Source: an optimization exercise on an open RTL-to-GDS flow (aim: small area and a short achievable clock period). Production flows keep margins and buffers that such runs may drop. Function was checked by simulation only, so behaviour that the tests miss may differ from the original. Power figures rest on the tool's default switching activity, not on a simulated workload.

rev 12:
==> module SM3_top, before the edit <==
module SM3_top
	(
		clk_in,
		reset_n_in,
		SM3_en_in,
		msg_in,
		msg_valid_in,
		is_last_word_in,
		last_word_byte_in,
		sm3_result_out,
		sm3_finished_out
	);
input				clk_in,
					reset_n_in,
					SM3_en_in;
input	[31:0]		msg_in;
input				msg_valid_in;
input				is_last_word_in;
input	[1:0]		last_word_byte_in;
output	[255:0]		sm3_result_out;
output	reg			sm3_finished_out;
localparam [255:0]	IV = {32'h7380166f, 32'h4914b2b9, 32'h172442d7, 32'hda8a0600,
						  32'ha96f30bc, 32'h163138aa, 32'he38dee4d, 32'hb0fb0e4e};
localparam [31:0]	T0 = 32'h79cc4519;
localparam [31:0]	T1 = 32'h7a879d8a;
function [31:0] rotl;
	input [31:0] x;
	input integer n;
	rotl = (x << n) | (x >> (32 - n));
endfunction
function [31:0] add32;
	input [31:0] a;
	input [31:0] b;
	reg [31:0] g, p, pg, pp;
	integer i, d;
	begin
		g = a & b;
		p = a ^ b;
		pg = g;
		pp = p;
		for (d = 1; d < 32; d = d * 2)
			for (i = 31; i >= d; i = i - 1)
				begin
					pg[i] = pg[i] | (pp[i] & pg[i - d]);
					pp[i] = pp[i] & pp[i - d];
				end
		add32 = p ^ {pg[30:0], 1'b0};
	end
endfunction
function [31:0] maj;
	input [31:0] a;
	input [31:0] b;
	input [31:0] c;
	maj = (a & b) | (a & c) | (b & c);
endfunction
wire		clr = !reset_n_in || !SM3_en_in;
reg	[6:0]	cyc;
reg			slow;		 
reg			started;	 
reg			dmode;		 
reg			fin;		 
reg			pend80;		 
reg			done;		 
reg			inw;		 
reg			ld;			 
reg			early;		 
reg			upd;		 
reg	[54:0]	blk;		 
reg	[5:0]	lenq;		 
wire		at0		= (cyc == 7'd0);
wire		start	= at0 && !done && (dmode ? (msg_valid_in && started) : 1'b1);
wire		dw		= dmode && inw && (!at0 || start);	 
wire		lastw	= dw && is_last_word_in;
wire		pw		= !dmode && inw && (!at0 || start);	 
wire [6:0]	cyc_end	= slow ? 7'd69 : 7'd68;
wire		at_end	= (cyc == cyc_end);
wire		slow_n	= start ? (dmode && !is_last_word_in) : slow;
wire [6:0]	cyc_n	= start ? 7'd1 : (at_end || at0) ? 7'd0 : cyc + 7'd1;
always @(posedge clk_in)
	if (clr)
		begin
			cyc					<= 7'd0;
			slow				<= 1'b0;
			started				<= 1'b0;
			dmode				<= 1'b1;
			fin					<= 1'b0;
			pend80				<= 1'b0;
			done				<= 1'b0;
			inw					<= 1'b1;
			ld					<= 1'b1;
			early				<= 1'b1;
			upd					<= 1'b0;
			sm3_finished_out	<= 1'b0;
			blk					<= 55'd0;
			lenq				<= 6'd0;
		end
	else
		begin
			cyc					<= cyc_n;
			slow				<= slow_n;
			started				<= 1'b1;
			inw					<= (cyc_n < 7'd16);
			ld					<= (cyc_n < {6'd2, slow_n});
			early				<= (cyc_n < {6'd10, slow_n});
			upd					<= (cyc_n == {6'd34, slow_n});
			sm3_finished_out	<= (cyc_n == {6'd34, slow_n}) && fin;
			if (dw && cyc[3:0] == 4'd15 && (!is_last_word_in || last_word_byte_in == 2'b11))
				blk	<= blk + 55'd1;
			if (lastw)
				begin
					dmode	<= 1'b0;
					lenq	<= {cyc[3:0], 2'b00} + {4'd0, last_word_byte_in} + 6'd1;
					pend80	<= (last_word_byte_in == 2'b11);
					fin		<= (cyc[3:0] < 4'd13) || (cyc[3:0] == 4'd13 && last_word_byte_in != 2'b11);
				end
			else if (pw)
				pend80	<= 1'b0;
			if (at_end)
				begin
					if (fin)
						done	<= 1'b1;
					else if (!dmode)
						fin		<= 1'b1;	 
				end
		end
reg	[31:0]	w0, w1, w2, w3, w4, w5, w6, w7, w8, w9, w10, w11, w12, w13, w14, w15;
wire [31:0]	fmt		= !is_last_word_in				? msg_in :
					  last_word_byte_in == 2'b00	? {msg_in[31:24], 8'h80, 16'h0} :
					  last_word_byte_in == 2'b01	? {msg_in[31:16], 8'h80, 8'h0} :
					  last_word_byte_in == 2'b10	? {msg_in[31:8],  8'h80} :
													  msg_in;
wire [31:0]	padw	= (pend80 ? 32'h8000_0000 : 32'd0) |
					  ((fin && cyc[3:0] == 4'd14) ? blk[54:23] : 32'd0) |
					  ((fin && cyc[3:0] == 4'd15) ? {blk[22:0], lenq, 3'b000} : 32'd0);
wire [31:0]	xp		= w0 ^ w7 ^ rotl(w13, 15);
wire [31:0]	expw	= xp ^ rotl(xp, 15) ^ rotl(xp, 23) ^ rotl(w3, 7) ^ w10;
wire [31:0]	genw	= inw ? padw : expw;
wire [31:0]	wnew	= (inw && dmode) ? fmt : genw;
always @(posedge clk_in)
	{w0, w1, w2, w3, w4, w5, w6, w7, w8, w9, w10, w11, w12, w13, w14, w15} <=
	{w1, w2, w3, w4, w5, w6, w7, w8, w9, w10, w11, w12, w13, w14, w15, wnew};
wire [31:0]	wj		= slow ? w11 : w12;
wire [31:0]	wj4		= slow ? w15 : genw;
reg	[31:0]	ra, rb, rc, rd, re, rf, rg, rh;
reg	[255:0]	V;
reg	[31:0]	T;
wire [31:0]	va = V[255:224], vb = V[223:192], vc = V[191:160], vd = V[159:128];
wire [31:0]	ve = V[127:96],  vf = V[95:64],   vg = V[63:32],   vh = V[31:0];
wire [31:0]	a12		= rotl(ra, 12);
wire [31:0]	s1		= add32(a12 ^ re ^ T, {maj(a12, re, T), 1'b0} );
wire [31:0]	ss1		= rotl(s1, 7);
wire [31:0]	ff		= early ? (ra ^ rb ^ rc) : maj(ra, rb, rc);
wire [31:0]	gg		= early ? (re ^ rf ^ rg) : ((re & rf) | (~re & rg));
wire [31:0]	wp		= wj ^ wj4;
wire [31:0]	x1		= ff + rd + wp;
wire [31:0]	x2		= gg + rh + wj;
wire [31:0]	tt1		= add32(x1, ss1 ^ a12);
wire [31:0]	tt2		= add32(x2, ss1);
wire [31:0]	p0		= tt2 ^ rotl(tt2, 9) ^ rotl(tt2, 17);
wire [1:0]	lstep	= at0 ? 2'd0 : cyc[1:0] - {1'b0, slow};
wire [31:0]	a_ld	= lstep == 2'd0 ? rotl(vd, 23) :
					  lstep == 2'd1 ? rotl(vc, 23) :
					  lstep == 2'd2 ? vb : va;
wire [31:0]	e_ld	= lstep == 2'd0 ? rotl(vh, 13) :
					  lstep == 2'd1 ? rotl(vg, 13) :
					  lstep == 2'd2 ? vf : ve;
always @(posedge clk_in)
	begin
		ra	<= ld ? a_ld : tt1;
		rb	<= ra;
		rc	<= rotl(rb, 9);
		rd	<= rc;
		re	<= ld ? e_ld : p0;
		rf	<= re;
		rg	<= rotl(rf, 19);
		rh	<= rg;
		T	<= ld ? T0 : (cyc == (slow ? 7'd20 : 7'd19)) ? rotl(T1, 16) : rotl(T, 1);
	end
wire [255:0] vnext = V ^ ({ra, rb, rc, rd, re, rf, rg, rh} & {256{upd}});
always @(posedge clk_in)
	V	<= clr ? IV : vnext;
assign	sm3_result_out	= vnext;
endmodule
clock: 9.5 ns
lec_check: 0
cap_margin: 20
core_margin: 2
core_utilization: 60
cts_buf_list: sky130_fd_sc_hd__clkbuf_8
setup_slack_margin: 3.5
slew_margin: 20
run.sh (not shown) runs the stock make flow with config.mk's settings and CLKGATE_MAP_FILE= SYNTH_SCRIPT=/design/flow/synth_recipe.tcl, a recipe that flattens the netlist after the stock synthesis.
Input changes introduced in rev 13 (baseline for comparison: rev 12):
--- a/flow/design.v
+++ b/flow/design.v
@@ -149,16 +149,25 @@
 wire [31:0]	a12		= rotl(ra, 12);
 wire [31:0]	s1		= add32(a12 ^ re ^ T, {maj(a12, re, T), 1'b0} );
 wire [31:0]	ss1		= rotl(s1, 7);
 wire [31:0]	ff		= early ? (ra ^ rb ^ rc) : maj(ra, rb, rc);
 wire [31:0]	gg		= early ? (re ^ rf ^ rg) : ((re & rf) | (~re & rg));
 wire [31:0]	wp		= wj ^ wj4;
-wire [31:0]	x1		= ff + rd + wp;
-wire [31:0]	x2		= gg + rh + wj;
-wire [31:0]	tt1		= add32(x1, ss1 ^ a12);
-wire [31:0]	tt2		= add32(x2, ss1);
+wire [31:0]	p1s		= ff ^ rd ^ wp;
+wire [31:0]	p1c		= {maj(ff, rd, wp), 1'b0};
+wire [31:0]	q1s		= p1s ^ p1c ^ a12;
+wire [31:0]	q1c0	= maj(p1s, p1c, a12);			 
+wire [31:0]	q1c1	= maj(p1s, p1c, ~a12);			 
+wire [31:0]	c1s		= q1s ^ ss1;
+wire [31:0]	c1c		= (ss1 & q1c1) | (~ss1 & q1c0);
+wire [31:0]	tt1		= add32(c1s, {c1c[30:0], 1'b0});
+wire [31:0]	p2s		= gg ^ rh ^ wj;
+wire [31:0]	p2c		= {maj(gg, rh, wj), 1'b0};
+wire [31:0]	c2s		= p2s ^ p2c ^ ss1;
+wire [31:0]	c2c		= maj(p2s, p2c, ss1);
+wire [31:0]	tt2		= add32(c2s, {c2c[30:0], 1'b0});
 wire [31:0]	p0		= tt2 ^ rotl(tt2, 9) ^ rotl(tt2, 17);
 wire [1:0]	lstep	= at0 ? 2'd0 : cyc[1:0] - {1'b0, slow};
 wire [31:0]	a_ld	= lstep == 2'd0 ? rotl(vd, 23) :
 					  lstep == 2'd1 ? rotl(vc, 23) :
 					  lstep == 2'd2 ? vb : va;
 wire [31:0]	e_ld	= lstep == 2'd0 ? rotl(vh, 13) :
Notes after the runs:
No stage failed in rev 13, and the final checks on the layout all came back clean.
The clock latency on the worst-skew pair on rev 13 is in line with that on rev 12.
Compared with rev 12, switching power summed over all nets in rev 13 decreased by more than 10%.
Comparing rev 13 and rev 12, the higher final-layout non-clock buffer area share was measured on rev 12.
Compared with rev 12, rev 13 shows a final-layout clock-cell area share that is 0.24 points higher.
Measured against each other, rev 13 and rev 12 differ in setup slack after placement, the higher figure coming from rev 13.
In rev 13, the sequential share of layout area came out 2.4 points above the value in rev 12.
Higher non-clock buffer instance count of the final layout among rev 13 and rev 12: rev 12
In the reports for rev 13 and rev 12, the smaller register share of total power belongs to rev 12.
Between rev 13 and rev 12, the slew at the pin closest to its max-slew limit is higher for rev 13.
A worst setup path endpoint of re[8]$_DFF_P_ is what rev 12 shows, while re[7]$_DFF_P_ belongs to rev 13.
Relative to rev 12, the die area of rev 13 is lower by 1.1%.
Re total buffers and inverters traversed by the critical path: rev 13 and rev 12 aren't equal, and the lower value belongs to rev 13.
Via count, rev 13 and rev 12, higher one = rev 12.

what the ideal ports hide:
Ports are ideal in the flow. The routed layouts listed here were re-timed in OpenROAD. Step 1, drivers: a clkbuf_16 drives clk_in and a buf_2 each remaining input, both assumed. Step 2 adds t to the input delays and takes it off the output delays; t is the mean of the earliest and latest rising clock arrival at the registers after step 1. Input paths then give back, and output paths get back, about the clock's delay inside the block. Slacks: no drivers / after step 1 / after step 2; pairs: no drivers / after step 1.
run	shift t [ns]	slack for setup (ns)	hold slack, ns
rev 12	0.948	3.042 / 3.042 / 3.042	0.297 / 0.297 / 0.297
rev 13	0.935	2.992 / 2.992 / 2.992	0.306 / 0.306 / 0.306
After both steps setup and hold are still met in every run listed.
